What follows belongs to an exercise in optimizing a design on an open flow for small area, a short achievable clock period and few clock cycles per item; a production flow would make more cautious choices. No run shown here included a check of the RTL's function; only the layout flow was run. No run shown here takes its clock network from TritonCTS; it comes from the design's own scripts or RTL. The flow treats the clock pin as an ideal source. Dropping or thinning the clock tree relies on that and would not hold on a real chip. Power is estimated from default activity; no workload was simulated.

--- design/flow/config.mk ---
export PLATFORM = sky130hd
export DESIGN_NAME = full_hash
export DESIGN_NICKNAME = full_hash
export VERILOG_FILES = /design/flow/design.v
export SDC_FILE = /design/flow/constraint.sdc
export NUM_CORES = 4
export LEC_CHECK = 0
export CAP_MARGIN = 20
export CORE_MARGIN = 2
export CORE_UTILIZATION = 40
export PLACE_DENSITY = 0.6
export SETUP_SLACK_MARGIN = 3.2
export SLEW_MARGIN = 20
--- design/flow/constraint.sdc ---
create_clock -name core_clock -period 5.0 [get_ports {clk}]
set_input_delay 1.0000 -clock core_clock [delete_from_list [all_inputs] [get_ports {clk}]]
set_output_delay 1.0000 -clock core_clock [all_outputs]
set_load 0.01 [all_outputs]
--- design/flow/design.v ---
module sbox (
    input   wire [3:0] row_oh
    ,input  wire [3:0] col_hi
    ,input  wire [3:0] col_lo
    ,output wire [3:0] out
);
    assign out[0] =
          (row_oh[0] & (col_hi[0] & (col_lo[3])
            | col_hi[1] & (col_lo[0] | col_lo[2])
            | col_hi[2] & (col_lo[1] | col_lo[2] | col_lo[3])
            | col_hi[3] & (col_lo[0] | col_lo[3])))
        | (row_oh[1] & (col_hi[0] & (col_lo[1])
            | col_hi[1] & (col_lo[1] | col_lo[2] | col_lo[3])
            | col_hi[2] & (col_lo[0] | col_lo[2])
            | col_hi[3] & (col_lo[0] | col_lo[1])))
        | (row_oh[2] & (col_hi[0] & (col_lo[2] | col_lo[3])
            | col_hi[1] & (col_lo[1] | col_lo[2])
            | col_hi[2] & (col_lo[0] | col_lo[1] | col_lo[3])
            | col_hi[3] & (col_lo[1])))
        | (row_oh[3] & (col_hi[0] & (col_lo[0] | col_lo[3])
            | col_hi[1] & (col_lo[0] | col_lo[3])
            | col_hi[2] & (col_lo[1] | col_lo[3])
            | col_hi[3] & (col_lo[2] | col_lo[3])));
    assign out[1] =
          (row_oh[0] & (col_hi[0] & (col_lo[0])
            | col_hi[1]
            | col_hi[2] & (col_lo[2] | col_lo[3])
            | col_hi[3] & (col_lo[2])))
        | (row_oh[1] & (col_hi[0] & (col_lo[0] | col_lo[1] | col_lo[2])
            | col_hi[1] & (col_lo[1])
            | col_hi[2] & (col_lo[2])
            | col_hi[3] & (col_lo[0] | col_lo[3])))
        | (row_oh[2] & (col_hi[0] & (col_lo[1] | col_lo[3])
            | col_hi[1] & (col_lo[2])
            | col_hi[2] & (col_lo[0])
            | col_hi[3] & (col_lo[0] | col_lo[1] | col_lo[3])))
        | (row_oh[3] & (col_hi[0] & (col_lo[0] | col_lo[3])
            | col_hi[1] & (col_lo[1] | col_lo[2])
            | col_hi[2] & (col_lo[0] | col_lo[1])
            | col_hi[3] & (col_lo[3])));
    assign out[2] =
          (row_oh[0] & (col_hi[0] & (col_lo[1] | col_lo[2])
            | col_hi[1] & (col_lo[0] | col_lo[3])
            | col_hi[2] & (col_lo[1] | col_lo[3])
            | col_hi[3] & (col_lo[0] | col_lo[2])))
        | (row_oh[1] & (col_hi[0] & (col_lo[0] | col_lo[3])
            | col_hi[1] & (col_lo[0] | col_lo[1] | col_lo[2])
            | col_hi[2] & (col_lo[0] | col_lo[2] | col_lo[3])
            | col_hi[3] & (col_lo[3])))
        | (row_oh[2] & (col_hi[0] & (col_lo[0])
            | col_hi[1] & (col_lo[0] | col_lo[1] | col_lo[2])
            | col_hi[2] & (col_lo[0] | col_lo[2] | col_lo[3])
            | col_hi[3] & (col_lo[0] | col_lo[3])))
        | (row_oh[3] & (col_hi[0] & (col_lo[2] | col_lo[3])
            | col_hi[1] & (col_lo[1] | col_lo[3])
            | col_hi[2] & (col_lo[0] | col_lo[1])
            | col_hi[3] & (col_lo[0] | col_lo[1] | col_lo[2])));
    assign out[3] =
          (row_oh[0] & (col_hi[0] & (col_lo[1])
            | col_hi[1] & (col_lo[1] | col_lo[2])
            | col_hi[2] & (col_lo[0] | col_lo[3])
            | col_hi[3] & (col_lo[0] | col_lo[2] | col_lo[3])))
        | (row_oh[1] & (col_hi[0] & (col_lo[0] | col_lo[1] | col_lo[3])
            | col_hi[1] & (col_lo[2])
            | col_hi[2] & (col_lo[2] | col_lo[3])
            | col_hi[3] & (col_lo[1] | col_lo[2])))
        | (row_oh[2] & (col_hi[0] & (col_lo[3])
            | col_hi[1] & (col_lo[0] | col_lo[1] | col_lo[3])
            | col_hi[2] & (col_lo[0] | col_lo[1] | col_lo[2])
            | col_hi[3] & (col_lo[3])))
        | (row_oh[3] & (col_hi[0] & (col_lo[0] | col_lo[1] | col_lo[2])
            | col_hi[1] & (col_lo[1] | col_lo[3])
            | col_hi[2] & (col_lo[1] | col_lo[3])
            | col_hi[3] & (col_lo[0])));
endmodule
module C6 (
    input   wire [7:0] C6_in
    ,output wire [5:0] C6_out
);
assign C6_out[0] = C6_in[6];
assign C6_out[1] = C6_in[4];
assign C6_out[2] = C6_in[5] ^ C6_in[0];
assign C6_out[3] = C6_in[2];
assign C6_out[4] = C6_in[3];
assign C6_out[5] = C6_in[7] ^ C6_in[1];
endmodule
module M6 (
     input  wire [7:0] a
    ,output wire [5:0] b 
);
assign b[0] = a[5] ^ a[4] ;
assign b[1] = a[6];
assign b[2] = a[7];
assign b[3] = a[0];
assign b[4] = a[1];
assign b[5] = a[3] ^ a[2];
endmodule
module full_hash (
    input wire clk
    ,input wire rst_n
    ,input wire start
    ,input wire [7:0] Byte
    ,input wire End_of_File
    ,input wire F_dr
    ,output wire [0:31] R_h
    ,output wire F_rtr
    ,output wire H_ready
);
    reg  [31:4] g;         
    reg  [3:0]  x_row;     
    reg  [3:0]  x_hi;      
    reg  [3:0]  x_lo;      
    reg  [3:0]  s;         
    reg         v1;        
    reg         v2;        
    reg  [15:0] R_c;       
    reg         eof1;      
    reg         fin;       
    reg         fin2;      
    reg         done;      
    reg         restart;   
    reg         rdy;       
    wire        xfer = F_dr & rdy;
    wire        hi_zero = (R_c[15:8] == 8'd0);
    wire        start_now = start & hi_zero & (R_c[7:0] == 8'd0);
    wire [5:0]  m6_out;
    wire [5:0]  c6_lo, c6_hi;
    wire [3:0]  s_out;
    M6 modulo_m6 (.a(Byte), .b(m6_out));
    C6 modulo_c6_lo (.C6_in(R_c[7:0]), .C6_out(c6_lo));
    C6 modulo_c6_hi (.C6_in(R_c[15:8]), .C6_out(c6_hi));
    wire [5:0]  x = F_dr ? m6_out : eof1 ? c6_hi : c6_lo;
    sbox modulo_sbox (.row_oh(x_row), .col_hi(x_hi), .col_lo(x_lo), .out(s_out));
    wire sp01, sp02, sp03, sp12, sp13, sp23;
    assign sp01 = s[0] ^ s[1];
    assign sp02 = s[0] ^ s[2];
    assign sp03 = s[0] ^ s[3];
    assign sp12 = s[1] ^ s[2];
    assign sp13 = s[1] ^ s[3];
    assign sp23 = s[2] ^ s[3];
    wire [31:4] f;
    assign f[4] = g[26] ^ s[3];
    assign f[5] = g[27] ^ s[0];
    assign f[6] = g[24] ^ s[1];
    assign f[7] = ~(g[25] ^ s[2]);
    assign f[8] = g[31] ^ s[0];
    assign f[9] = g[28] ^ s[1];
    assign f[10] = ~(g[29] ^ s[2]);
    assign f[11] = g[30] ^ s[3];
    assign f[12] = g[5] ^ sp01;
    assign f[13] = ~(g[6] ^ sp12);
    assign f[14] = g[7] ^ sp23;
    assign f[15] = g[4] ^ sp03;
    assign f[16] = g[10] ^ sp01;
    assign f[17] = ~(g[11] ^ sp12);
    assign f[18] = g[8] ^ sp23;
    assign f[19] = g[9] ^ sp03;
    assign f[20] = g[15] ^ sp02;
    assign f[21] = ~(g[12] ^ sp13);
    assign f[22] = ~(g[13] ^ sp02);
    assign f[23] = g[14] ^ sp13;
    assign f[24] = g[16] ^ sp02;
    assign f[25] = g[17] ^ sp13;
    assign f[26] = g[18] ^ sp02;
    assign f[27] = g[19] ^ sp13;
    assign f[28] = ~(g[21] ^ sp03);
    assign f[29] = ~(g[22] ^ sp01);
    assign f[30] = g[23] ^ sp12;
    assign f[31] = g[20] ^ sp23;
    wire        fin_short = fin & hi_zero;
    wire        done_next = ~start_now & (done | fin_short | fin2);
    wire [31:4] g_fold = g ^ {20'd0, s & {4{fin2}} | {2'b00, fin_short, 1'b0}, s & {4{fin}}};
    always_ff @(posedge clk) begin
        x_row <= 4'b0001 << {x[5], x[0]};
        x_hi  <= 4'b0001 << x[4:3];
        x_lo  <= 4'b0001 << x[2:1];
        s <= s_out;
    end
    always_ff @(posedge clk or negedge rst_n)
        if (!rst_n) begin
            v1   <= 1'b0;
            v2   <= 1'b0;
            R_c  <= 16'd0;
            eof1 <= 1'b0;
            fin  <= 1'b0;
            fin2 <= 1'b0;
            done <= 1'b0;
            restart <= 1'b0;
        end else begin
            v1   <= xfer;
            v2   <= v1 & ~start_now;
            if (xfer)
                R_c <= R_c + 16'd1;
            eof1 <= End_of_File & ~(eof1 | fin | fin2 | done);
            fin  <= eof1;
            fin2 <= fin & ~hi_zero;
            done <= done_next;
            restart <= start_now;
        end
    always_ff @(posedge clk)
        g <= (~rst_n | restart) ? 28'h10DC3AF : v2 ? f : g_fold;
    always_ff @(posedge clk)
        rdy <= ~rst_n | ~done_next;
    assign F_rtr = rdy;
    assign H_ready = done;
    assign R_h[3] = g[4];
    assign R_h[2] = g[5];
    assign R_h[1] = g[6];
    assign R_h[0] = g[7];
    assign R_h[7] = g[8];
    assign R_h[6] = g[9];
    assign R_h[5] = g[10];
    assign R_h[4] = g[11];
    assign R_h[11] = g[15];
    assign R_h[10] = g[12];
    assign R_h[9] = g[13];
    assign R_h[8] = g[14];
    assign R_h[15] = g[19];
    assign R_h[14] = g[16];
    assign R_h[13] = g[17];
    assign R_h[12] = g[18];
    assign R_h[19] = g[22];
    assign R_h[18] = g[23];
    assign R_h[17] = g[20];
    assign R_h[16] = g[21];
    assign R_h[23] = g[26];
    assign R_h[22] = g[27];
    assign R_h[21] = g[24];
    assign R_h[20] = g[25];
    assign R_h[27] = g[29];
    assign R_h[26] = g[30];
    assign R_h[25] = g[31];
    assign R_h[24] = g[28];
    assign R_h[31] = ~g[5];
    assign R_h[30] = g[6];
    assign R_h[29] = g[7];
    assign R_h[28] = g[4];
endmodule
--- design/flow/flow/run.sh ---
#!/bin/bash
# Standard ORFS layout with two changes:
#  - the port buffers are buf_2 cells instead of the cell buffer_ports picks by
#    default (a slow delay buffer);
#  - after CTS, the clock tree is rebuilt with one level of buffers
#    (flow/post_cts.tcl): the clock port drives 3 clkbuf_16 cells, each
#    driving the registers of one slice of the core.
set -euo pipefail
export BUFFER_PORTS_ARGS="-buffer_cell sky130_fd_sc_hd__buf_2"
export POST_CTS_TCL="$PWD/flow/post_cts.tcl"
bash standard.sh > make.log 2>&1
--- design/flow/flow/post_cts.tcl ---
# POST_CTS hook: replace the clock tree TritonCTS built (two levels of
# buffers) by one level: the clock port drives 3 clkbuf_16 buffers, each driving
# the flip-flops in one slice of the core, split by x position. A shallower
# tree makes every register's clock arrive earlier by the same amount.
set block [ord::get_db_block]
set db [ord::get_db]
set clknet [$block findNet clk]

# every register clock pin reached from the clock port through buffers
proc clock_sinks {net} {
  set sinks {}
  foreach it [$net getITerms] {
    if {[$it isInputSignal] == 0 && [$it isOutputSignal]} continue
    set inst [$it getInst]
    set m [$inst getMaster]
    if {[string match "*clkbuf*" [$m getName]] && [[$it getMTerm] getName] eq "A"} {
      set out [$inst findITerm X]
      set onet [$out getNet]
      if {$onet ne "NULL"} { set sinks [concat $sinks [clock_sinks $onet]] }
    } elseif {[$m isSequential]} {
      lappend sinks $it
    } else {
      # a dummy load CTS added for balancing
      lappend ::dummy_loads $inst
    }
  }
  return $sinks
}

set ::dummy_loads {}
set sinks [clock_sinks $clknet]
puts "manual clock tree: [llength $sinks] sinks"

# remove the buffers and nets of the old tree
proc clock_tree_bufs {net} {
  set bufs {}
  foreach it [$net getITerms] {
    set inst [$it getInst]
    if {[string match "*clkbuf*" [[$inst getMaster] getName]] && [[$it getMTerm] getName] eq "A"} {
      lappend bufs $inst
      set onet [[$inst findITerm X] getNet]
      if {$onet ne "NULL"} { set bufs [concat $bufs [clock_tree_bufs $onet]] }
    }
  }
  return $bufs
}
set old [clock_tree_bufs $clknet]
set oldnets {}
foreach inst $old {
  set onet [[$inst findITerm X] getNet]
  if {$onet ne "NULL"} { lappend oldnets $onet }
}
foreach it $sinks { $it disconnect }
foreach inst $old { odb::dbInst_destroy $inst }
foreach inst $::dummy_loads { odb::dbInst_destroy $inst }
puts "removed [llength $::dummy_loads] dummy clock loads"
foreach n $oldnets { if {[llength [$n getITerms]] == 0} { odb::dbNet_destroy $n } }
puts "removed [llength $old] clock buffers"

set nb 3
set master [$db findMaster sky130_fd_sc_hd__clkbuf_16]
set pts {}
foreach it $sinks {
  lassign [[$it getInst] getLocation] x y
  lappend pts [list $x $y $it]
}
set pts [lsort -integer -index 0 $pts]
set n [llength $pts]
set per [expr {int(ceil(double($n)/$nb))}]
for {set b 0} {$b < $nb} {incr b} {
  set grp [lrange $pts [expr {$b*$per}] [expr {min($n,($b+1)*$per)-1}]]
  if {[llength $grp] == 0} continue
  set sx 0; set sy 0
  foreach s $grp { set sx [expr {$sx+[lindex $s 0]}]; set sy [expr {$sy+[lindex $s 1]}] }
  set cx [expr {$sx/[llength $grp]}]; set cy [expr {$sy/[llength $grp]}]
  set inst [odb::dbInst_create $block $master "clkbuf_leaf_$b"]
  $inst setLocation $cx $cy
  $inst setPlacementStatus PLACED
  set net [odb::dbNet_create $block "clknet_leaf_$b"]
  $net setSigType CLOCK
  foreach s $grp { [lindex $s 2] connect $net }
  [$inst findITerm X] connect $net
  [$inst findITerm A] connect $clknet
  puts "clock buffer $b: [llength $grp] sinks"
}
detailed_placement
check_placement -verbose
estimate_parasitics -placement
report_clock_latency
--- design/flow/standard.sh ---
#!/bin/bash
# synth_recipe.tcl (not shown) runs the flow's synth.tcl, then flattens the netlist and writes it again
# the make line also repeats each setting of config.mk as NAME=value (left out here)
make -C /OpenROAD-flow-scripts/flow DESIGN_CONFIG=/design/flow/config.mk WORK_HOME=/design/flow/orfs CLKGATE_MAP_FILE= SYNTH_SCRIPT=/design/flow/synth_recipe.tcl "${@:-finish}"
==> results of run 1 <==
cell families (layout without fill, tap and decap cells):
| group | Yosys count | count (layout) | synth area share (%) |
|---|---|---|---|
| multiplexers | 23 | 23 | 6.36 |
| adder cells (fa/ha/maj) | 2 | 2 | 0.691 |
| XOR/XNOR | 63 | 63 | 17.7 |
| flip-flops | 68 | 68 | 40.8 |
| AO/OA/AOI/OAI | 73 | 73 | 13.0 |
| AND/OR/NAND/NOR | 117 | 117 | 15.8 |
| buffers and inverters | 35 | 93 | 5.60 |
worst register-to-register path: stages (launching register included):
cell,delay [ns]
dfxtp_1,0.51
o21ai_0,0.41
o211ai_1,0.14
a222oi_1,0.30
nand2_1,0.10
stage by stage:
step / hold WS, ns / worst slack (ns) / power [mW] / utilization (%) / area (sq um)
finish: 0.498 / 3.24 / 2.02 / 51.2 / 4490
global route: 0.549 / 3.21 / 2.17 / 51.2 / 4490
detailed placement: 0.482 / 2.33 / 1.63 / 43.5 / 3810
global placement: 0.461 / 2.43 / 1.62 / 43.5 / 3810
floorplan: 0.349 / 3.22 / 1.49 / - / 3620
synthesized netlist by cell type, types with 2 or more instances:
master and number:
inv_1 5, a211oi_1 5, dfxtp_1 45, xnor2_1 35
nor4_1 2, o31ai_1 5, xnor2_2 2, a21oi_1 7
xnor2_4 4, nand4_1 8, o22ai_1 3, buf_6 3
nand3_1 12, ha_1 2, and4_1 3, o211ai_1 9
buf_4 9, o21ai_0 25, nor4_4 2, nor2b_1 2
a22oi_1 5, dfrtp_1 23, buf_2 12, o21a_1 6
o21ai_1 2, xor2_1 22, nand2_1 44, nor2_1 37
mux2i_1 23, clkbuf_1 6
layout by cell type (no fill, tap or decap), drive strengths merged, types with 5 or more instances in the layout:
| master | netlist | layout |
|---|---|---|
| mux2i | 23 | 23 |
| dfrtp | 23 | 23 |
| xnor2 | 41 | 41 |
| buf | 24 | 84 |
| a21oi | 7 | 7 |
| dfxtp | 45 | 45 |
| nand2 | 44 | 44 |
| nand3 | 12 | 12 |
| nor2 | 37 | 37 |
| o211ai | 9 | 9 |
| a211oi | 6 | 6 |
| a22oi | 5 | 5 |
| o21a | 6 | 6 |
| o21ai | 27 | 27 |
| o31ai | 5 | 5 |
| inv | 5 | 5 |
| xor2 | 22 | 22 |
| nand4 | 8 | 8 |
power groups by stage:
| stage | registers, mW | clock network (mW) | logic (mW) |
|---|---|---|---|
| floorplan | 0.766 | 0 | 0.721 |
| global placement | 0.901 | 0 | 0.715 |
| detailed placement | 0.903 | 0 | 0.725 |
| global route | 0.915 | 0.274 | 0.979 |
| finish | 0.892 | 0.245 | 0.884 |
flip-flops by register name (all words and copies together), names as in the netlist, 4 cells and up:
name	count
x_hi	4
x_row	4
g	28
x_lo	4
R_c	16
s	4
metal layers:
layer	share of wire [%]	track usage [%]	up-vias
li1	-	-	1420
met1	45	22.3	1318
met2	50	28.9	70
met3	3.9	2.25	5
met4	0.57	2.21	0
met5	0	0	-
layout make-up:
| cell class | count | area, sq um | share of cell area [%] |
|---|---|---|---|
| Multi-Input combinational cell | 278 | 1970 | 43.9 |
| Sequential cell | 68 | 1520 | 33.9 |
| Timing Repair Buffer | 85 | 768 | 17.1 |
| Tap cell | 108 | 135 | 3.01 |
| Buffer | 3 | 75.1 | 1.67 |
| Inverter | 5 | 18.8 | 0.418 |
final timing paths:
check / startpoint / slack, ns / cells after the start / endpoint
worst max-delay path: F_dr / 3.24 / 5 / R_c[15]
worst min-delay path: v1 / 0.50 / 1 / v2
worst max register to register: x_lo[1] / 3.41 / 4 / s[3]
worst min register to register: v1 / 0.50 / 1 / v2
max in group asynchronous: rst_n / 4.10 / 1 / R_c[14]
min in group asynchronous: rst_n / 0.68 / 1 / done
==> reports/results.tsv, run 1 <==
metric	value	unit
ys_types	43	
cts.sinks	68	
crit_buf_inv	1	
fin_tns_setup	0	ns
pin_count	47	
viasPerCell	5.14	
swShare	36.5	%
placed_cells	506	
dieArea	0.00982	sq mm
grt_first_pass_wirelength	13.5	mm
hpwl	5.27	mm
ant_nets	0	
area_growth	24.0	%
core_region_area	0.00876	sq mm
final_hold_viol_count	0	
drive_above_1_share	30.8	%
intPower	1.28	mW
gp_congestion	0.869	
status	complete, no violations	
overflow	0	
crit_path_cell_trace	buf_12 -> and4_4 -> and3_4 -> nand4_1 -> xnor2_1	
cpLargestDelayFamily	simple AND/OR/NAND/NOR gates	
leakage	1.87	nW
cpMaxStageDelayCell	and4_4	
slew_viol_final	0	
first_global_vias	2750	
layout.nets	456	
antenna_cells	0	
totalWireLength	8.07	mm
clkPwrFrac	12.1	%
fillers	793	
synth_warnings	1	
synth_ff_type	dfxtp_1	
first_iter_violations	142	
yosysSeqAreaShare	40.8	%
synth-edff-count	0	
p_per_area	451	mW/mm^2
cp.required	5.04	ns
ir_drop	0.240	mV
via_count	2813	
clkTransAtPathRegs	0.09	ns
max_cap_violations	0	
crit_fanout	4	
clk_latency	0.15	ns
dieWidth	99.1	um
end_kind	flop	
yosys.area.top_type	dfxtp_1	
synthTopCellsByArea	dfxtp_1 (25%), dfrtp_1 (16%), xnor2_1 (8.5%)	
arrival	1.80	ns
slew_headroom	50.6	%
finalClockSkew	0.00708	ns
grt_usage	16.5	%
rsz0062_at_grt	no	
wl_per_cell	14.8	um
startpoint_type	primary input	
worstMarginPinSlew	0.740	ns
start_util	41.3	%
max_stage_delay	0.24	ns
p_sw	0.739	mW
fin_crit_sh	35.2	%
portBuffers	46	
combinationalPowerShare	43.7	%
die_y	99.1	um
avgSynthCellArea	9.50	sq um
synthArstFlopShare	33.8	%
grt_max_degree	40	
synth_fp_nets	396	
seqPwrFrac	44.1	%
netlist_area	0.00362	sq mm
min_path_type	reg2reg	
rows	34	
period_needed	1.76	ns
critPathKind	in2reg	
final_cells	547	
drc	0	
ys_seq_elements	68	
finalSetupViolCount	0	
max_freq	568	MHz
antenna_found_initial	0	
dr.pass1.iters	4	
synth_top_area_share	24.9	%
syn_inst	381	
==> run 2: changes to the inputs <==
--- a/design/flow/design.v
+++ b/design/flow/design.v
@@ -122,12 +122,13 @@
     reg         rdy;       
     wire        xfer = F_dr & rdy;
-    wire        hi_zero = (R_c[15:8] == 8'd0);
-    wire        start_now = start & hi_zero & (R_c[7:0] == 8'd0);
+    wire [15:0] count = R_c + {15'd0, v1};
+    wire        hi_zero = (count[15:8] == 8'd0);
+    wire        start_now = start & hi_zero & (count[7:0] == 8'd0);
     wire [5:0]  m6_out;
     wire [5:0]  c6_lo, c6_hi;
     wire [3:0]  s_out;
     M6 modulo_m6 (.a(Byte), .b(m6_out));
-    C6 modulo_c6_lo (.C6_in(R_c[7:0]), .C6_out(c6_lo));
-    C6 modulo_c6_hi (.C6_in(R_c[15:8]), .C6_out(c6_hi));
+    C6 modulo_c6_lo (.C6_in(count[7:0]), .C6_out(c6_lo));
+    C6 modulo_c6_hi (.C6_in(count[15:8]), .C6_out(c6_hi));
     wire [5:0]  x = F_dr ? m6_out : eof1 ? c6_hi : c6_lo;
     sbox modulo_sbox (.row_oh(x_row), .col_hi(x_hi), .col_lo(x_lo), .out(s_out));
@@ -190,6 +191,5 @@
             v1   <= xfer;
             v2   <= v1 & ~start_now;
-            if (xfer)
-                R_c <= R_c + 16'd1;
+            R_c  <= count;
             eof1 <= End_of_File & ~(eof1 | fin | fin2 | done);
             fin  <= eof1;
--- a/design/flow/config.mk
+++ b/design/flow/config.mk
@@ -10,4 +10,4 @@
 export CORE_UTILIZATION = 40
 export PLACE_DENSITY = 0.6
-export SETUP_SLACK_MARGIN = 3.2
+export SETUP_SLACK_MARGIN = 3.1
 export SLEW_MARGIN = 20
==> reports/results.tsv, run 2 <==
metric	value	unit
dieWidth	99.3	um
period_needed	2.13	ns
avgSynthCellArea	8.60	sq um
yosys-top-cells-count	nand2_1 (56), dfxtp_1 (45), nor2_1 (42)	
finalSetupViolCount	0	
finalClockSkew	0.00298	ns
synth_fp_nets	437	
totalWireLength	8.55	mm
crit_fanout	4	
top_usage_layer	met2	
grtUsageMet2	29.8	%
placed_area	0.00389	sq mm
first_global_vias	2835	
rows	34	
mostFrequentLayoutCell	nand2_1	
ant_nets	0	
first_iter_violations	135	
start_util	41.4	%
synth_ff_type	dfxtp_1	
fin_crit_sh	42.5	%
final_area	0.00436	sq mm
seqPwrFrac	42.6	%
min_path_type	reg2reg	
cp.required	5.10	ns
netlist_area	0.00363	sq mm
portBuffers	46	
grt_first_pass_wirelength	14.2	mm
end_kind	flop	
dieArea	0.00985	sq mm
syn_inst	422	
yosys.area.top_type	dfxtp_1	
yosysSeqAreaShare	40.7	%
grt_usage	17.4	%
max_cap_violations	0	
final_cell_mix	nand2_1 (54), buf_2 (45), nor2_1 (40), o21ai_0 (34), dfxtp_1 (33)	
cts.sinks	68	
grt_max_degree	49	
overflow	0	
arrival	2.22	ns
dr.pass1.iters	4	
worstMarginPinSlew	0.566	ns
dp_slack	2.17	ns
p_sw	0.987	mW
via_count	3053	
final_cells	568	
intPower	1.40	mW
combinationalPowerShare	47.1	%
rsz0062_at_grt	yes	
antenna_cells	0	
hold_ws	0.472	ns
largest-register	g	
drive_above_1_share	28.9	%
hpwl	5.97	mm
leakage	1.84	nW
antenna_found_initial	0	
synth.most_common_cell	nand2_1	
placed_cells	546	
swShare	41.4	%
synth-edff-count	0	
final_hold_viol_count	0	
slew_viol_final	0	
wl_per_cell	15.1	um
ys_types	54	
drc	0	
final_core_util	49.8	%
grtUsageMet3	2.32	%
area_growth	20.2	%
p_per_area	547	mW/mm^2
fin_tns_setup	0	ns
viasPerCell	5.38	
core_region_area	0.00876	sq mm
power	2.39	mW
clkTransAtPathRegs	0.09	ns
layout.nets	477	
seq_area	0.00151	sq mm
critPathKind	reg2reg	
slew_headroom	62.0	%
multi_input_area	0.00222	sq mm
met1_usage	23.9	%
largest_reg_flops	28	
startpoint_type	flop	
synth_warnings	1	
ys_seq_elements	68	
gp_congestion	0.911	
ir_drop	0.224	mV
status	complete, no violations	
clkPwrFrac	10.3	%
synth_top_area_share	24.8	%
fillers	845	
setup_ws	2.87	ns
pin_count	47	
max_freq	470	MHz
reg_top3	g: 28 flops, R_c: 16 flops	
synthArstFlopShare	33.8	%
clk_latency	0.15	ns
die_y	99.3	um
synthTopCellsByArea	dfxtp_1 (25%), dfrtp_1 (16%), xnor2_1 (9.4%)	
[run 2: worst max-delay path, stage by stage (launching register included)]
cell and delay, ns:
dfrtp_1 0.40, ha_4 0.18, ha_4 0.16, and4_4 0.24
nand4_1 0.16, xor2_2 0.26, buf_4 0.16, and4_4 0.22
and3_4 0.19, nand3b_1 0.11
[run 2: logic make-up (layout without fill, tap and decap cells)]
family / count (synthesis) / in the layout / synth area share (%)
buf+inv: 40 / 78 / 4.89
flops: 68 / 68 / 40.7
mux: 12 / 12 / 3.34
simple gates: 155 / 155 / 20.1
fa+ha+maj: 2 / 2 / 0.689
xor+xnor: 63 / 63 / 16.0
compound gates: 82 / 82 / 14.3
[run 2: area by class of cell]
type,count,share of cell area (%)
Tap cell,108,3.10
Sequential cell,68,34.5
Buffer,3,1.72
Multi-Input combinational cell,314,50.8
Timing Repair Buffer,66,9.15
Inverter,9,0.774
[run 2: power by group through the flow]
stage,combinational [mW],clock [mW],sequential [mW]
after floorplan,0.887,0,0.893
after global placement,1.04,0,0.999
after detailed placement,1.05,0,1.00
after global routing,1.26,0.275,1.05
final,1.12,0.246,1.02
[run 2: path summary, 6_finish.rpt]
path,start,end,slack [ns],depth (start not counted)
max,v1,rdy,2.87,9
min,rdy,v1,0.47,1
max reg2reg,v1,rdy,2.87,9
min reg2reg,rdy,v1,0.47,1
max in group asynchronous,rst_n,R_c[11],3.98,1
min in group asynchronous,rst_n,R_c[1],0.74,1
[run 2: per-layer routing]
metal  wire length (um)  part of all wire (%)
met2               4110                    48
met4                108                   1.3
met1               3920                    46
met3                408                   4.8
met5                  0                     0
==> run 3: changes to the inputs <==
--- a/design/flow/config.mk
+++ b/design/flow/config.mk
@@ -10,4 +10,4 @@
 export CORE_UTILIZATION = 40
 export PLACE_DENSITY = 0.6
-export SETUP_SLACK_MARGIN = 3.1
+export SETUP_SLACK_MARGIN = 3.2
 export SLEW_MARGIN = 20
==> reports/results.tsv, run 3 <==
metric	value	unit
finalSetupViolCount	0	
crit_fanout	4	
ir_drop	0.236	mV
layout.nets	492	
reg_top3	g: 28 flops, R_c: 16 flops	
max_freq	474	MHz
status	complete, no violations	
synth-edff-count	0	
gp_congestion	0.865	
max_cap_violations	0	
period_needed	2.11	ns
arrival	2.21	ns
end_kind	flop	
placed_cells	546	
first_global_vias	3065	
seqPwrFrac	38.6	%
hpwl	6.09	mm
rows	34	
core_region_area	0.00876	sq mm
dieArea	0.00985	sq mm
avgSynthCellArea	8.60	sq um
dr.pass1.iters	4	
critPathKind	reg2reg	
synth_fp_nets	437	
die_y	99.3	um
placed_area	0.00390	sq mm
cts.sinks	68	
start_util	41.4	%
multi_input_area	0.00213	sq mm
ys_seq_elements	68	
p_sw	1.04	mW
pin_count	47	
endpoint	rdy	
combinationalPowerShare	52.1	%
drive_above_1_share	31.4	%
first_iter_violations	135	
viasPerCell	5.38	
portBuffers	46	
largest-register	g	
grt_first_pass_wirelength	14.9	mm
finalClockSkew	0.00498	ns
drc	0	
r2r_end	rdy	
synth.most_common_cell	nand2_1	
final_cells	583	
mostFrequentLayoutCell	nand2_1	
crit_path_start	v1	
grt_usage	18.2	%
min_path_type	reg2reg	
largest_reg_flops	28	
antenna_cells	0	
synth_top_area_share	24.8	%
overflow	0	
clkPwrFrac	9.3	%
fillers	799	
worst_r2r_path_depth	8	
yosys.area.top_type	dfxtp_1	
ys_types	54	
power	2.63	mW
fin_crit_sh	42.2	%
antenna_found_initial	0	
slew_headroom	56.1	%
area_growth	26.9	%
fin_tns_setup	0	ns
reg2reg_slack	2.89	ns
swShare	39.5	%
grt_max_degree	49	
final_area	0.00461	sq mm
hold_ws	0.476	ns
synthArstFlopShare	33.8	%
seq_area	0.00153	sq mm
p_per_area	570	mW/mm^2
ant_nets	0	
syn_inst	422	
synthTopCellsByArea	dfxtp_1 (25%), dfrtp_1 (16%), xnor2_1 (9.4%)	
clkTransAtPathRegs	0.09	ns
slew_viol_final	0	
final_cell_mix	nand2_1 (55), nor2_1 (42), xnor2_1 (36), buf_4 (35), o21ai_0 (34)	
yosys-top-cells-count	nand2_1 (56), dfxtp_1 (45), nor2_1 (42)	
clk_latency	0.15	ns
leakage	1.95	nW
wl_per_cell	15.2	um
startpoint_type	flop	
totalWireLength	8.85	mm
yosysSeqAreaShare	40.7	%
final_hold_viol_count	0	
rr_startpoint	v1	
cp.required	5.10	ns
via_count	3137	
worstMarginPinSlew	0.653	ns
dieWidth	99.3	um
synth_warnings	1	
rsz0062_at_grt	yes	
synth_ff_type	dfxtp_1	
intPower	1.59	mW
netlist_area	0.00363	sq mm
run 3: layer usage:
layer  GRT usage (%)  share of wire, %  vias to the layer above
li1                -                 -                     1540
met1            24.0                44                     1481
met2            31.6                49                      101
met3            2.95               4.9                       15
met4            3.90               2.0                        0
met5               0                 0                        -
run 3: cells by family after synthesis:
family	synth area share (%)
muxes	3.34
DFF	40.7
AOI/OAI and AO/OA	14.3
xor gates and xnor gates	16.0
and+or+nand+nor	20.1
adders and majority gates	0.689
buffers and inverters	4.89
run 3: worst min-delay path by stage:
stage / slack [ns] / start / cells after the start / end
floorplan: 0.35 / eof1 / 0 / fin
global placement: 0.45 / rdy / 1 / v1
detailed placement: 0.46 / rdy / 1 / v1
global route: 0.52 / rdy / 1 / v1
finish: 0.48 / rdy / 1 / v1
run 3: through the flow:
stage,worst slack [ns],util (%)
floorplan,3.07,-
global placement,2.15,44.5
detailed placement,2.13,44.5
global route,2.80,52.6
finish,2.89,52.6
run 3: final cells by class:
class | instances | area share (%)
timing repair buffer | 81 | 15.2
buffer | 3 | 1.63
multi-input combinational | 314 | 46.2
tap | 108 | 2.93
sequential | 68 | 33.3
inverter | 9 | 0.733
run 3: worst max-delay path, cell delays in order, from the launching register on:
cell,delay (ns)
dfrtp_1,0.39
ha_4,0.17
ha_4,0.16
nand3_4,0.08
xnor2_2,0.16
or4_4,0.54
a211oi_2,0.19
and3_4,0.24
nand3b_1,0.11
run 3: power groups by stage:
stage | clock, mW | sequential (mW) | combinational, mW
finish | 0.245 | 1.01 | 1.37
global route | 0.272 | 1.04 | 1.50
detailed placement | 0 | 1.01 | 1.06
global placement | 0 | 0.996 | 1.05
floorplan | 0 | 0.893 | 0.890
==> run 4: changes to the inputs <==
--- a/design/flow/design.v
+++ b/design/flow/design.v
@@ -123,6 +123,7 @@
     wire        xfer = F_dr & rdy;
     wire [15:0] count = R_c + {15'd0, v1};
-    wire        hi_zero = (count[15:8] == 8'd0);
-    wire        start_now = start & hi_zero & (count[7:0] == 8'd0);
+    wire        count_zero = v1 ? (&R_c) : ~(|R_c);
+    wire        start_now = start & count_zero;
+    wire        hi_zero = (R_c[15:8] == 8'd0);
     wire [5:0]  m6_out;
     wire [5:0]  c6_lo, c6_hi;
--- a/design/flow/config.mk
+++ b/design/flow/config.mk
@@ -10,4 +10,4 @@
 export CORE_UTILIZATION = 40
 export PLACE_DENSITY = 0.6
-export SETUP_SLACK_MARGIN = 3.2
+export SETUP_SLACK_MARGIN = 3.1
 export SLEW_MARGIN = 20
==> reports/results.tsv, run 4 <==
metric	value	unit
dr.pass1.iters	4	
p_sw	0.925	mW
clkPwrFrac	11.1	%
avgSynthCellArea	8.97	sq um
synth-edff-count	0	
synth_top_area_share	25.6	%
first_global_vias	2578	
placed_cells	523	
overflow	0	
ant_nets	0	
viasPerCell	5.26	
combinationalPowerShare	45.3	%
clkTransAtPathRegs	0.09	ns
setup_ws	2.97	ns
dieArea	0.00956	sq mm
status	complete, no violations	
synth_fp_nets	407	
slew_viol_final	0	
arrival	2.12	ns
hpwl	5.62	mm
final_cell_mix	nand2_1 (46), nor2_1 (44), buf_2 (44), dfxtp_1 (38), xnor2_1 (34)	
cpLargestDelayFamily	simple AND/OR/NAND/NOR gates	
max_freq	492	MHz
netlist_area	0.00352	sq mm
synthArstFlopShare	33.8	%
drc	0	
final_cells	536	
crit_path_cell_trace	buf_4 -> nand2b_4 -> nor2b_1 -> mux2_4 -> a221o_1 -> nor2_1	
muxShareOfSynthArea	3.27	%
period_needed	2.03	ns
antenna_cells	0	
finalSetupViolCount	0	
largest-register	g	
rsz0062_at_grt	yes	
reg_top3	g: 28 flops, R_c: 16 flops	
area_growth	16.6	%
grt_usage	16.1	%
end_kind	flop	
p_per_area	542	mW/mm^2
fin_crit_sh	40.6	%
clk_latency	0.15	ns
first_iter_violations	130	
max_stage_delay	0.28	ns
rr_startpoint	R_c[0]	
portBuffers	46	
final_area	0.00410	sq mm
grt_max_degree	48	
syn_inst	392	
yosysSeqAreaShare	42.0	%
max_cap_violations	0	
swShare	41.7	%
dieWidth	97.8	um
cpMaxStageDelayCell	mux2_4	
totalWireLength	7.91	mm
synthTopCellsByArea	dfxtp_1 (26%), dfrtp_1 (16%), xnor2_1 (8.5%)	
ys_seq_elements	68	
power	2.22	mW
finalClockSkew	0.00302	ns
crit_path_start	F_dr	
crit_fanout	16	
core_region_area	0.00864	sq mm
start_util	40.7	%
synth_warnings	1	
worstMarginPinSlew	0.638	ns
cp.required	5.09	ns
wl_per_cell	14.8	um
rows	34	
min_path_type	reg2reg	
seqPwrFrac	43.6	%
mostFrequentLayoutCell	nand2_1	
antenna_found_initial	0	
grt_first_pass_wirelength	12.8	mm
largest_reg_flops	28	
placed_area	0.00381	sq mm
layout.nets	445	
dp_slack	2.31	ns
synth-compound-area-share	13.5	%
ir_drop	0.330	mV
startpoint_type	primary input	
intPower	1.30	mW
yosys-top-cells-count	nand2_1 (46), nor2_1 (46), dfxtp_1 (45)	
pin_count	47	
gp_congestion	0.844	
synth_ff_type	dfxtp_1	
synth_top_family_by_area	simple AND/OR/NAND/NOR gates	
crit_buf_inv	1	
ys_types	50	
critPathKind	in2reg	
via_count	2819	
die_y	97.8	um
slew_headroom	57.2	%
cts.sinks	68	
synth-xor-area-share	16.5	%
final_hold_viol_count	0	
drive_above_1_share	23.6	%
yosys.area.top_type	dfxtp_1	
min_from	rdy	
fin_tns_setup	0	ns
leakage	1.71	nW
yosys.area_share.adder	0.712	%
yosys.area_share.simple	20.1	%
==> run 4: cell count changes after synthesis, sizes merged, moves of 5 or more <==
cell	previous run	this run
a22oi	1	6
and4	5	0
nand2	56	46
nand3	8	15
nand4	11	4
o21ai	36	29
xnor2	39	34
==> run 4: metrics by stage <==
| step | util [%] | hold WS [ns] |
|---|---|---|
| finish | 47.5 | 0.504 |
| global route | 47.5 | 0.524 |
| detailed placement | 44.1 | 0.484 |
| global placement | 44.1 | 0.476 |
| floorplan | - | 0.459 |
==> run 4: final cells by class <==
cell class	count	area [sq um]
Inverter	8	30.0
Tap cell	108	135
Sequential cell	68	1490
Multi-Input combinational cell	292	2040
Timing Repair Buffer	57	334
Fill cell	833	4540
Buffer	3	75.1
==> run 4: layer usage <==
layer | share of wire (%) | track usage [%] | vias to the layer above | wire [um]
li1 | - | - | 1417 | -
met1 | 47 | 21.9 | 1316 | 3710
met2 | 49 | 28.3 | 84 | 3840
met3 | 4.2 | 2.43 | 2 | 334
met4 | 0.37 | 1.60 | 0 | 29
met5 | 0 | 0 | - | 0
==> run 4: final timing paths <==
| path | slack, ns | depth (start not counted) | end |
|---|---|---|---|
| min reg2reg | 0.50 | 1 | v1 |
| max in group asynchronous | 4.10 | 1 | R_c[10] |
| min | 0.50 | 1 | v1 |
| max reg2reg | 3.00 | 8 | x_lo[0] |
| max | 2.97 | 6 | x_lo[0] |
| min in group asynchronous | 0.69 | 1 | R_c[3] |
==> run 4: power by group through the flow <==
stage	clock network (mW)	logic, mW	registers, mW
after floorplan	0	0.826	0.867
after global placement	0	0.968	0.968
after detailed placement	0	0.975	0.972
after global routing	0.274	1.12	0.998
final	0.246	1.01	0.968
==> run 4: logic make-up after synthesis <==
family          after synthesis
fa+ha+maj                     2
flops                        68
buf+inv                      32
compound gates               75
xor+xnor                     62
mux                          11
simple gates                142
==> run 5: changes to the inputs <==
==> design/flow/design.v (replaced) <==
module sbox (
    input   wire [5:0] in
    ,output wire [3:0] out
);
    localparam [63:0] T0 = 64'hA4CD96D24B76B948;
    localparam [63:0] T1 = 64'hC50B38C692705D2B;
    localparam [63:0] T2 = 64'h6B5B9DA191E66B96;
    localparam [63:0] T3 = 64'h429DCD6A79E1348E;
    assign out[0] = T0[in];
    assign out[1] = T1[in];
    assign out[2] = T2[in];
    assign out[3] = T3[in];
endmodule
module C6 (
    input   wire [7:0] C6_in
    ,output wire [5:0] C6_out
);
assign C6_out[0] = C6_in[6];
assign C6_out[1] = C6_in[4];
assign C6_out[2] = C6_in[5] ^ C6_in[0];
assign C6_out[3] = C6_in[2];
assign C6_out[4] = C6_in[3];
assign C6_out[5] = C6_in[7] ^ C6_in[1];
endmodule
module M6 (
     input  wire [7:0] a
    ,output wire [5:0] b 
);
assign b[0] = a[5] ^ a[4] ;
assign b[1] = a[6];
assign b[2] = a[7];
assign b[3] = a[0];
assign b[4] = a[1];
assign b[5] = a[3] ^ a[2];
endmodule
module full_hash (
    input wire clk
    ,input wire rst_n
    ,input wire start
    ,input wire [7:0] Byte
    ,input wire End_of_File
    ,input wire F_dr
    ,output wire [0:31] R_h
    ,output wire F_rtr
    ,output wire H_ready
);
    reg  [31:4] g;         
    reg  [5:0]  x;         
    reg  [3:0]  s;         
    reg         v1;        
    reg         v2;        
    reg  [15:0] R_c;       
    reg         eof1;      
    reg         fin_s;     
    reg         fin_l;     
    reg         fin2;      
    reg         done;      
    reg         init;      
    reg         rdy;       
    wire        xfer = F_dr & rdy;
    wire [15:0] count = R_c + {15'd0, v1};
    wire        count_zero = v1 ? (&R_c) : ~(|R_c);
    wire        start_now = start & count_zero;
    wire        hi_zero = (R_c[15:8] == 8'd0);
    wire [5:0]  m6_out;
    wire [5:0]  c6_lo, c6_hi;
    wire [3:0]  s_out;
    M6 modulo_m6 (.a(Byte), .b(m6_out));
    C6 modulo_c6_lo (.C6_in(count[7:0]), .C6_out(c6_lo));
    C6 modulo_c6_hi (.C6_in(R_c[15:8]), .C6_out(c6_hi));
    sbox modulo_sbox (.in(x), .out(s_out));
    wire sp01, sp02, sp03, sp12, sp13, sp23;
    assign sp01 = s[0] ^ s[1];
    assign sp02 = s[0] ^ s[2];
    assign sp03 = s[0] ^ s[3];
    assign sp12 = s[1] ^ s[2];
    assign sp13 = s[1] ^ s[3];
    assign sp23 = s[2] ^ s[3];
    wire [31:4] f;
    assign f[4] = g[26] ^ s[3];
    assign f[5] = g[27] ^ s[0];
    assign f[6] = g[24] ^ s[1];
    assign f[7] = ~(g[25] ^ s[2]);
    assign f[8] = g[31] ^ s[0];
    assign f[9] = g[28] ^ s[1];
    assign f[10] = ~(g[29] ^ s[2]);
    assign f[11] = g[30] ^ s[3];
    assign f[12] = g[5] ^ sp01;
    assign f[13] = ~(g[6] ^ sp12);
    assign f[14] = g[7] ^ sp23;
    assign f[15] = g[4] ^ sp03;
    assign f[16] = g[10] ^ sp01;
    assign f[17] = ~(g[11] ^ sp12);
    assign f[18] = g[8] ^ sp23;
    assign f[19] = g[9] ^ sp03;
    assign f[20] = g[15] ^ sp02;
    assign f[21] = ~(g[12] ^ sp13);
    assign f[22] = ~(g[13] ^ sp02);
    assign f[23] = g[14] ^ sp13;
    assign f[24] = g[16] ^ sp02;
    assign f[25] = g[17] ^ sp13;
    assign f[26] = g[18] ^ sp02;
    assign f[27] = g[19] ^ sp13;
    assign f[28] = ~(g[21] ^ sp03);
    assign f[29] = ~(g[22] ^ sp01);
    assign f[30] = g[23] ^ sp12;
    assign f[31] = g[20] ^ sp23;
    wire        fin = fin_s | fin_l;
    wire        digest_ok = done | fin_s | fin2;
    wire        done_next = ~init & digest_ok;
    wire [31:4] g_fold = g ^ {20'd0, s & {4{fin2}} | {2'b00, fin_s, 1'b0}, s & {4{fin}}};
    wire [31:4] gd = {g[31:12], g_fold[11:4]};
    always_ff @(posedge clk) begin
        x <= F_dr ? m6_out : eof1 ? c6_hi : c6_lo;
        s <= s_out;
    end
    always_ff @(posedge clk or negedge rst_n)
        if (!rst_n) begin
            v1   <= 1'b0;
            v2   <= 1'b0;
            R_c  <= 16'd0;
            eof1 <= 1'b0;
            fin_s <= 1'b0;
            fin_l <= 1'b0;
            fin2 <= 1'b0;
            done <= 1'b0;
            init <= 1'b1;
        end else begin
            v1   <= xfer;
            v2   <= v1 & ~start_now;
            R_c  <= count;
            eof1 <= End_of_File & ~(eof1 | fin | fin2 | done);
            fin_s <= eof1 & hi_zero;
            fin_l <= eof1 & ~hi_zero;
            fin2 <= fin_l;
            done <= done_next;
            init <= start_now;
        end
    always_ff @(posedge clk)
        g <= init ? 28'h10DC3AF : v2 ? f : g_fold;
    always_ff @(posedge clk)
        rdy <= ~rst_n | ~done_next;
    assign F_rtr = rdy;
    assign H_ready = digest_ok;
    assign R_h[3] = gd[4];
    assign R_h[2] = gd[5];
    assign R_h[1] = gd[6];
    assign R_h[0] = gd[7];
    assign R_h[7] = gd[8];
    assign R_h[6] = gd[9];
    assign R_h[5] = gd[10];
    assign R_h[4] = gd[11];
    assign R_h[11] = gd[15];
    assign R_h[10] = gd[12];
    assign R_h[9] = gd[13];
    assign R_h[8] = gd[14];
    assign R_h[15] = gd[19];
    assign R_h[14] = gd[16];
    assign R_h[13] = gd[17];
    assign R_h[12] = gd[18];
    assign R_h[19] = gd[22];
    assign R_h[18] = gd[23];
    assign R_h[17] = gd[20];
    assign R_h[16] = gd[21];
    assign R_h[23] = gd[26];
    assign R_h[22] = gd[27];
    assign R_h[21] = gd[24];
    assign R_h[20] = gd[25];
    assign R_h[27] = gd[29];
    assign R_h[26] = gd[30];
    assign R_h[25] = gd[31];
    assign R_h[24] = gd[28];
    assign R_h[31] = ~gd[5];
    assign R_h[30] = gd[6];
    assign R_h[29] = gd[7];
    assign R_h[28] = gd[4];
endmodule
==> reports/results.tsv, run 5 <==
metric	value	unit
core_region_area	0.00876	sq mm
yosys.area.top_type	dfxtp_1	
min_path_type	reg2reg	
grt_usage	15.8	%
via_count	2625	
end_kind	output pin	
drc	0	
avgSynthCellArea	9.58	sq um
drive_above_1_share	29.2	%
final_hold_viol_count	0	
top_usage_layer	met2	
clk_latency	0.15	ns
worstMarginPinSlew	0.564	ns
dieWidth	99.3	um
cts.sinks	63	
portBuffers	46	
pin_count	47	
ys_seq_elements	63	
startpoint_type	flop	
whs_path_depth	1	
synth_warnings	1	
fin_tns_setup	0	ns
finalClockSkew	0.00868	ns
grtUsageMet2	26.1	%
first_iter_violations	76	
largest-register	g	
clkTransAtPathRegs	0.08	ns
cpMaxStageDelayCell	dfrtp_2	
largest_reg_flops	28	
synth_fp_nets	402	
yosysSeqAreaShare	38.1	%
totalWireLength	7.59	mm
ant_nets	0	
fin_crit_sh	42.5	%
antenna_found_initial	0	
max_stage_delay	0.47	ns
rows	34	
synth.most_common_cell	xnor2_1	
p_per_area	655	mW/mm^2
dieArea	0.00986	sq mm
antenna_cells	0	
slew_viol_final	0	
finalSetupViolCount	0	
critPathKind	reg2out	
worst_r2r_path_depth	4	
crit_path_cell_trace	o21ai_2 -> xnor2_2 -> inv_1 -> buf_2	
syn_inst	379	
period_needed	2.13	ns
cp.required	4.00	ns
leakage	1.77	nW
max_freq	470	MHz
synth_top_area_share	21.5	%
wl_per_cell	14.9	um
reg_top3	g: 28 flops, R_c: 16 flops, x: 6 flops	
hpwl	5.50	mm
slew_headroom	62.3	%
die_y	99.3	um
arrival	1.13	ns
met1_usage	21.4	%
gp_congestion	0.851	
final_core_util	46.3	%
synth-edff-count	0	
ir_drop	0.193	mV
grtUsageMet3	2.67	%
rsz0062_at_grt	yes	
layout.nets	426	
synthTopCellsByArea	dfxtp_1 (21%), dfrtp_1 (16%), xnor2_1 (11%)	
viasPerCell	5.16	
synth_ff_type	dfxtp_1	
grt_first_pass_wirelength	12.5	mm
dr.pass1.iters	4	
netlist_area	0.00363	sq mm
grt_max_degree	39	
overflow	0	
mostFrequentLayoutCell	buf_2	
crit_fanout	5	
final_cell_mix	buf_2 (45), xnor2_1 (40), nor2_1 (35), dfxtp_1 (29)	
area_growth	11.6	%
max_cap_violations	0	
start_util	41.4	%
yosys-top-cells-count	xnor2_1 (47), dfxtp_1 (39), nor2_1 (35)	
status	complete, no violations	
first_global_vias	2496	
ys_types	52	
synthArstFlopShare	38.1	%
==> run 5: final timing paths <==
kind                       startpoint      end  slack (ns)
hold reg to reg                   rdy       v1        0.47
hold / removal                    rdy       v1        0.47
min in group asynchronous       rst_n  R_c[15]        0.83
setup / recovery                fin_l  R_h[31]        2.87
setup reg to reg                 x[1]     s[3]        3.16
max in group asynchronous       rst_n     fin2        3.77
==> run 5: cell type report <==
cell class	instances	area, sq um
buffer	3	75.1
tap	108	135
sequential	63	1410
timing repair buffer	61	353
inverter	13	51.3
fill	863	4710
multi-input combinational	261	2030
==> run 5: stage by stage <==
step | hold WS (ns) | std cells | instance area [sq um] | total power, mW | setup slack (ns)
final | 0.474 | 509 | 4060 | 2.66 | 2.87
after floorplan | 0.439 | 379 | 3700 | 2.14 | 3.05
after global routing | 0.515 | 509 | 4060 | 2.87 | 2.83
after global placement | 0.453 | 492 | 3780 | 2.31 | 2.91
after detailed placement | 0.452 | 492 | 3780 | 2.33 | 2.87
==> run 5: cell families (layout without fill, tap and decap cells) <==
group                      count (synthesis)  count (layout)  synth area share, %
AOI/OAI and AO/OA                         59              59                 9.78
buffers and inverters                     55              77                 8.68
muxes                                     25              25                 9.75
and+or+nand+nor                          104             104                 14.3
xor gates and xnor gates                  63              63                 16.0
DFF                                       63              63                 38.1
adders and majority gates                 10              10                 3.44
==> run 5: metal layers <==
layer	up-vias	routed length, um
li1	1304	-
met1	1263	3550
met2	53	3660
met3	5	296
met4	0	81
met5	-	0
==> run 5: critical path, delay by kind of cell (launching register included) <==
kind | cells | cell delay (ns)
AO/OA/AOI/OAI | 1 | 0.19
XOR/XNOR | 1 | 0.14
buffers and inverters | 2 | 0.18
flip-flops | 1 | 0.47
==> run 5: where the power goes <==
| part | total [mW] | internal (mW) | switching, mW |
|---|---|---|---|
| combinational | 1.40 | 0.772 | 0.630 |
| clock | 0.236 | 0.109 | 0.127 |
| sequential | 1.02 | 0.715 | 0.304 |
| total | 2.66 | 1.60 | 1.06 |
==> run 6: changes to the inputs <==
==> design/flow/design.v (replaced) <==
module sbox (
    input   wire [1:0] row
    ,input  wire [3:0] col_hi
    ,input  wire [3:0] col_lo
    ,output wire [3:0] out
);
    wire e0_0 = col_hi[0] & (col_lo[3])
        | col_hi[1] & (col_lo[0] | col_lo[2])
        | col_hi[2] & (col_lo[1] | col_lo[2] | col_lo[3])
        | col_hi[3] & (col_lo[0] | col_lo[3]);
    wire e1_0 = col_hi[0] & (col_lo[1])
        | col_hi[1] & (col_lo[1] | col_lo[2] | col_lo[3])
        | col_hi[2] & (col_lo[0] | col_lo[2])
        | col_hi[3] & (col_lo[0] | col_lo[1]);
    wire e2_0 = col_hi[0] & (col_lo[2] | col_lo[3])
        | col_hi[1] & (col_lo[1] | col_lo[2])
        | col_hi[2] & (col_lo[0] | col_lo[1] | col_lo[3])
        | col_hi[3] & (col_lo[1]);
    wire e3_0 = col_hi[0] & (col_lo[0] | col_lo[3])
        | col_hi[1] & (col_lo[0] | col_lo[3])
        | col_hi[2] & (col_lo[1] | col_lo[3])
        | col_hi[3] & (col_lo[2] | col_lo[3]);
    assign out[0] = row == 2'd0 ? e0_0 : row == 2'd1 ? e1_0 : row == 2'd2 ? e2_0 : e3_0;
    wire e0_1 = col_hi[0] & (col_lo[0])
        | col_hi[1]
        | col_hi[2] & (col_lo[2] | col_lo[3])
        | col_hi[3] & (col_lo[2]);
    wire e1_1 = col_hi[0] & (col_lo[0] | col_lo[1] | col_lo[2])
        | col_hi[1] & (col_lo[1])
        | col_hi[2] & (col_lo[2])
        | col_hi[3] & (col_lo[0] | col_lo[3]);
    wire e2_1 = col_hi[0] & (col_lo[1] | col_lo[3])
        | col_hi[1] & (col_lo[2])
        | col_hi[2] & (col_lo[0])
        | col_hi[3] & (col_lo[0] | col_lo[1] | col_lo[3]);
    wire e3_1 = col_hi[0] & (col_lo[0] | col_lo[3])
        | col_hi[1] & (col_lo[1] | col_lo[2])
        | col_hi[2] & (col_lo[0] | col_lo[1])
        | col_hi[3] & (col_lo[3]);
    assign out[1] = row == 2'd0 ? e0_1 : row == 2'd1 ? e1_1 : row == 2'd2 ? e2_1 : e3_1;
    wire e0_2 = col_hi[0] & (col_lo[1] | col_lo[2])
        | col_hi[1] & (col_lo[0] | col_lo[3])
        | col_hi[2] & (col_lo[1] | col_lo[3])
        | col_hi[3] & (col_lo[0] | col_lo[2]);
    wire e1_2 = col_hi[0] & (col_lo[0] | col_lo[3])
        | col_hi[1] & (col_lo[0] | col_lo[1] | col_lo[2])
        | col_hi[2] & (col_lo[0] | col_lo[2] | col_lo[3])
        | col_hi[3] & (col_lo[3]);
    wire e2_2 = col_hi[0] & (col_lo[0])
        | col_hi[1] & (col_lo[0] | col_lo[1] | col_lo[2])
        | col_hi[2] & (col_lo[0] | col_lo[2] | col_lo[3])
        | col_hi[3] & (col_lo[0] | col_lo[3]);
    wire e3_2 = col_hi[0] & (col_lo[2] | col_lo[3])
        | col_hi[1] & (col_lo[1] | col_lo[3])
        | col_hi[2] & (col_lo[0] | col_lo[1])
        | col_hi[3] & (col_lo[0] | col_lo[1] | col_lo[2]);
    assign out[2] = row == 2'd0 ? e0_2 : row == 2'd1 ? e1_2 : row == 2'd2 ? e2_2 : e3_2;
    wire e0_3 = col_hi[0] & (col_lo[1])
        | col_hi[1] & (col_lo[1] | col_lo[2])
        | col_hi[2] & (col_lo[0] | col_lo[3])
        | col_hi[3] & (col_lo[0] | col_lo[2] | col_lo[3]);
    wire e1_3 = col_hi[0] & (col_lo[0] | col_lo[1] | col_lo[3])
        | col_hi[1] & (col_lo[2])
        | col_hi[2] & (col_lo[2] | col_lo[3])
        | col_hi[3] & (col_lo[1] | col_lo[2]);
    wire e2_3 = col_hi[0] & (col_lo[3])
        | col_hi[1] & (col_lo[0] | col_lo[1] | col_lo[3])
        | col_hi[2] & (col_lo[0] | col_lo[1] | col_lo[2])
        | col_hi[3] & (col_lo[3]);
    wire e3_3 = col_hi[0] & (col_lo[0] | col_lo[1] | col_lo[2])
        | col_hi[1] & (col_lo[1] | col_lo[3])
        | col_hi[2] & (col_lo[1] | col_lo[3])
        | col_hi[3] & (col_lo[0]);
    assign out[3] = row == 2'd0 ? e0_3 : row == 2'd1 ? e1_3 : row == 2'd2 ? e2_3 : e3_3;
endmodule
module C6 (
    input   wire [7:0] C6_in
    ,output wire [5:0] C6_out
);
assign C6_out[0] = C6_in[6];
assign C6_out[1] = C6_in[4];
assign C6_out[2] = C6_in[5] ^ C6_in[0];
assign C6_out[3] = C6_in[2];
assign C6_out[4] = C6_in[3];
assign C6_out[5] = C6_in[7] ^ C6_in[1];
endmodule
module M6 (
     input  wire [7:0] a
    ,output wire [5:0] b 
);
assign b[0] = a[5] ^ a[4] ;
assign b[1] = a[6];
assign b[2] = a[7];
assign b[3] = a[0];
assign b[4] = a[1];
assign b[5] = a[3] ^ a[2];
endmodule
module full_hash (
    input wire clk
    ,input wire rst_n
    ,input wire start
    ,input wire [7:0] Byte
    ,input wire End_of_File
    ,input wire F_dr
    ,output wire [0:31] R_h
    ,output wire F_rtr
    ,output wire H_ready
);
    reg  [31:4] g;         
    reg  [1:0]  x_row;     
    reg  [3:0]  x_hi;      
    reg  [3:0]  x_lo;      
    reg  [3:0]  s;         
    reg         v1;        
    reg         v2;        
    reg  [15:0] R_c;       
    reg         eof1;      
    reg         fin;       
    reg         fin2;      
    reg         done;      
    reg         restart;   
    reg         rdy;       
    wire        xfer = F_dr & rdy;
    wire [15:0] count = R_c + {15'd0, v1};
    wire        count_zero = v1 ? (&R_c) : ~(|R_c);
    wire        start_now = start & count_zero;
    wire        hi_zero = (R_c[15:8] == 8'd0);
    wire [5:0]  m6_out;
    wire [5:0]  c6_lo, c6_hi;
    wire [3:0]  s_out;
    M6 modulo_m6 (.a(Byte), .b(m6_out));
    C6 modulo_c6_lo (.C6_in(count[7:0]), .C6_out(c6_lo));
    C6 modulo_c6_hi (.C6_in(R_c[15:8]), .C6_out(c6_hi));
    wire [5:0]  c6_sel = eof1 ? c6_hi : c6_lo;
    sbox modulo_sbox (.row(x_row), .col_hi(x_hi), .col_lo(x_lo), .out(s_out));
    wire sp01, sp02, sp03, sp12, sp13, sp23;
    assign sp01 = s[0] ^ s[1];
    assign sp02 = s[0] ^ s[2];
    assign sp03 = s[0] ^ s[3];
    assign sp12 = s[1] ^ s[2];
    assign sp13 = s[1] ^ s[3];
    assign sp23 = s[2] ^ s[3];
    wire [31:4] f;
    assign f[4] = g[26] ^ s[3];
    assign f[5] = g[27] ^ s[0];
    assign f[6] = g[24] ^ s[1];
    assign f[7] = ~(g[25] ^ s[2]);
    assign f[8] = g[31] ^ s[0];
    assign f[9] = g[28] ^ s[1];
    assign f[10] = ~(g[29] ^ s[2]);
    assign f[11] = g[30] ^ s[3];
    assign f[12] = g[5] ^ sp01;
    assign f[13] = ~(g[6] ^ sp12);
    assign f[14] = g[7] ^ sp23;
    assign f[15] = g[4] ^ sp03;
    assign f[16] = g[10] ^ sp01;
    assign f[17] = ~(g[11] ^ sp12);
    assign f[18] = g[8] ^ sp23;
    assign f[19] = g[9] ^ sp03;
    assign f[20] = g[15] ^ sp02;
    assign f[21] = ~(g[12] ^ sp13);
    assign f[22] = ~(g[13] ^ sp02);
    assign f[23] = g[14] ^ sp13;
    assign f[24] = g[16] ^ sp02;
    assign f[25] = g[17] ^ sp13;
    assign f[26] = g[18] ^ sp02;
    assign f[27] = g[19] ^ sp13;
    assign f[28] = ~(g[21] ^ sp03);
    assign f[29] = ~(g[22] ^ sp01);
    assign f[30] = g[23] ^ sp12;
    assign f[31] = g[20] ^ sp23;
    wire        fin_short = fin & hi_zero;
    wire        done_next = ~restart & (done | fin_short | fin2);
    wire [31:4] g_fold = g ^ {20'd0, s & {4{fin2}} | {2'b00, fin_short, 1'b0}, s & {4{fin}}};
    always_ff @(posedge clk) begin
        x_row <= F_dr ? {m6_out[5], m6_out[0]} : {c6_sel[5], c6_sel[0]};
        x_hi  <= F_dr ? 4'b0001 << m6_out[4:3] : 4'b0001 << c6_sel[4:3];
        x_lo  <= F_dr ? 4'b0001 << m6_out[2:1] : 4'b0001 << c6_sel[2:1];
        s <= s_out;
    end
    always_ff @(posedge clk or negedge rst_n)
        if (!rst_n) begin
            v1   <= 1'b0;
            v2   <= 1'b0;
            R_c  <= 16'd0;
            eof1 <= 1'b0;
            fin  <= 1'b0;
            fin2 <= 1'b0;
            done <= 1'b0;
            restart <= 1'b0;
        end else begin
            v1   <= xfer;
            v2   <= v1 & ~start_now;
            R_c  <= count;
            eof1 <= End_of_File & ~(eof1 | fin | fin2 | done);
            fin  <= eof1;
            fin2 <= fin & ~hi_zero;
            done <= done_next;
            restart <= start_now;
        end
    always_ff @(posedge clk)
        g <= (~rst_n | restart) ? 28'h10DC3AF : v2 ? f : g_fold;
    always_ff @(posedge clk)
        rdy <= ~rst_n | ~done_next;
    assign F_rtr = rdy;
    assign H_ready = done;
    assign R_h[3] = g[4];
    assign R_h[2] = g[5];
    assign R_h[1] = g[6];
    assign R_h[0] = g[7];
    assign R_h[7] = g[8];
    assign R_h[6] = g[9];
    assign R_h[5] = g[10];
    assign R_h[4] = g[11];
    assign R_h[11] = g[15];
    assign R_h[10] = g[12];
    assign R_h[9] = g[13];
    assign R_h[8] = g[14];
    assign R_h[15] = g[19];
    assign R_h[14] = g[16];
    assign R_h[13] = g[17];
    assign R_h[12] = g[18];
    assign R_h[19] = g[22];
    assign R_h[18] = g[23];
    assign R_h[17] = g[20];
    assign R_h[16] = g[21];
    assign R_h[23] = g[26];
    assign R_h[22] = g[27];
    assign R_h[21] = g[24];
    assign R_h[20] = g[25];
    assign R_h[27] = g[29];
    assign R_h[26] = g[30];
    assign R_h[25] = g[31];
    assign R_h[24] = g[28];
    assign R_h[31] = ~g[5];
    assign R_h[30] = g[6];
    assign R_h[29] = g[7];
    assign R_h[28] = g[4];
endmodule
==> reports/results.tsv, run 6 <==
metric	value	unit
status	complete, no violations	
grt_max_degree	40	
overflow	0	
fin_crit_sh	36.4	%
ir_drop	0.286	mV
slew_headroom	62.9	%
synth_warnings	1	
via_count	2819	
portBuffers	46	
reg_top3	g: 28 flops, R_c: 16 flops	
antenna_cells	0	
pin_count	47	
max_cap_violations	0	
finalSetupViolCount	0	
clkTransAtPathRegs	0.09	ns
antenna_found_initial	0	
synth-edff-count	0	
rr_startpoint	v1	
first_iter_violations	90	
cts.sinks	66	
gp_congestion	0.765	
ys_types	56	
finalClockSkew	0.00539	ns
cpLargestDelayFamily	buffers and inverters	
slew_viol_final	0	
crit_fanout	25	
crit_path_start	rst_n	
avgSynthCellArea	9.14	sq um
critical_path_depth	4	
worstMarginPinSlew	0.552	ns
clk_latency	0.15	ns
synth_fp_nets	398	
netlist_area	0.00350	sq mm
synth_ff_type	dfxtp_1	
rows	34	
setup_ws	3.18	ns
core_region_area	0.00859	sq mm
mostFrequentLayoutCell	buf_2	
start_util	40.8	%
crit_buf_inv	2	
wl_per_cell	14.9	um
yosys-top-cells-count	dfxtp_1 (43), nand2_1 (39), xnor2_1 (36)	
synthArstFlopShare	34.8	%
synthTopCellsByArea	dfxtp_1 (25%), dfrtp_1 (16%), xnor2_1 (9.0%)	
first_global_vias	2575	
synth.most_common_cell	dfxtp_1	
dieWidth	97.6	um
syn_inst	383	
fin_tns_setup	0	ns
yosys.area.top_type	dfxtp_1	
final_cell_mix	buf_2 (45), nand2_1 (39), xnor2_1 (36), dfxtp_1 (33)	
max_stage_delay	0.30	ns
startpoint_type	primary input	
rsz0062_at_grt	no	
totalWireLength	7.70	mm
p_per_area	579	mW/mm^2
final_hold_viol_count	0	
drc	0	
cp.required	5.02	ns
ant_nets	0	
cpMaxStageDelayCell	buf_4	
viasPerCell	5.45	
ys_seq_elements	66	
yosysSeqAreaShare	41.0	%
dp_slack	2.24	ns
critPathKind	in2reg	
hpwl	5.50	mm
fillers	856	
min_path_type	reg2reg	
layout.nets	426	
dr.pass1.iters	5	
area_growth	11.6	%
largest-register	g	
grt_usage	16.3	%
grt_first_pass_wirelength	13.0	mm
end_kind	flop	
dieArea	0.00952	sq mm
leakage	1.58	nW
drive_above_1_share	19.3	%
period_needed	1.82	ns
endpoint	g[7]	
max_freq	550	MHz
r2r_end	x_lo[2]	
largest_reg_flops	28	
reg2reg_slack	3.22	ns
die_y	97.6	um
crit_path_cell_trace	buf_4 -> nor2b_4 -> buf_12 -> o211ai_1	
worst_r2r_path_depth	5	
synth_top_area_share	24.6	%
arrival	1.84	ns
[run 6: cell types whose count changed in the layout (fill, tap and decap cells not counted), sizes merged, moves of 5 or more]
cell and change:
a211o -5, a21oi -8, and3 +5, buf -8, ha -8, inv -6
mux4 -8, nand2 +16, nor2 -14, o21a +5, o22ai +6, xnor2 -12
xor2 +8
[run 6: cells by family after synthesis]
kind of cell	synth area share [%]
mux	5.43
simple gates	18.0
compound gates	15.0
fa+ha+maj	0.714
flops	41.0
buf+inv	5.11
xor+xnor	14.7
[run 6: how the worst min path moves through the flow]
stage                  from    end  slack (ns)  cells past startpoint
floorplan              eof1    fin        0.40                      0
global placement    restart   done        0.43                      1
detailed placement  restart   done        0.44                      1
global route          g[19]  g[19]        0.53                      2
finish                g[19]  g[19]        0.51                      2
[run 6: area by class of cell]
cell class	count	area, sq um	area share [%]
Buffer	3	75.1	1.92
Timing Repair Buffer	53	298	7.62
Tap cell	108	135	3.46
Inverter	6	22.5	0.576
Sequential cell	66	1450	37.1
Multi-Input combinational cell	281	1930	49.3
[run 6: metal layers]
| metal | up-vias | track usage, % | wire, um |
|---|---|---|---|
| li1 | 1402 | - | - |
| met1 | 1318 | 22.9 | 3670 |
| met2 | 96 | 27.1 | 3610 |
| met3 | 3 | 2.59 | 374 |
| met4 | 0 | 2.35 | 42 |
| met5 | - | 0 | 0 |
[run 6: tightest hold or removal path, stage by stage (launching register included)]
cell and delay, ns:
dfxtp_2 0.36, mux2i_1 0.07, nand2_1 0.05
[run 6: per-stage QoR]
| stage | util (%) | instances | instance area, sq um | hold slack (ns) | total power, mW |
|---|---|---|---|---|---|
| 6_report | 45.5 | 517 | 3910 | 0.508 | 2.26 |
| 5_1_grt | 45.5 | 517 | 3910 | 0.535 | 2.45 |
| 3_5_place_dp | 43.3 | 508 | 3720 | 0.437 | 1.99 |
| 3_3_place_gp | 43.3 | 508 | 3720 | 0.435 | 1.97 |
| 2_1_floorplan | - | 383 | 3500 | 0.395 | 1.75 |
[run 6: report_power, final]
group	internal, mW	switching (mW)	leakage [nW]
clock	0.110	0.132	0.0370
combinational	0.531	0.497	0.889
sequential	0.694	0.300	0.655

-- port drivers added, routing unchanged --
The results above use ideal ports. As a check the final layouts listed here were re-extracted and re-timed, cells and wires unchanged.
Step 1 sets driving cells, clkbuf_16 on the clock port and buf_2 on the other inputs (assumed; they add their load-dependent delay and slew).
Step 2, shift: input delay + t, output delay - t, t = (earliest + latest rising clock arrival at the registers) / 2. This alone moves slack from input paths to output paths.
Three values: no drivers, after step 1, after step 2; two values: the first two.
run | shift t [ns] | slack for setup (ns) | worst setup path at the end
run 1 | 0.212 | 3.240 / 3.168 / 2.956 | input to register
run 2 | 0.211 | 2.873 / 2.873 / 2.744 | input to register
run 3 | 0.211 | 2.892 / 2.892 / 2.852 | input to register
run 4 | 0.211 | 2.969 / 3.004 / 2.793 | input to register
run 5 | 0.214 | 2.874 / 2.807 / 3.021 | register to output
run 6 | 0.211 | 3.181 / 3.217 / 3.010 | input to register
After both steps every run listed still meets setup and hold. For run 1, which loses most, drivers alone change the setup slack by -0.072 ns; drivers and shift together by -0.284 ns.
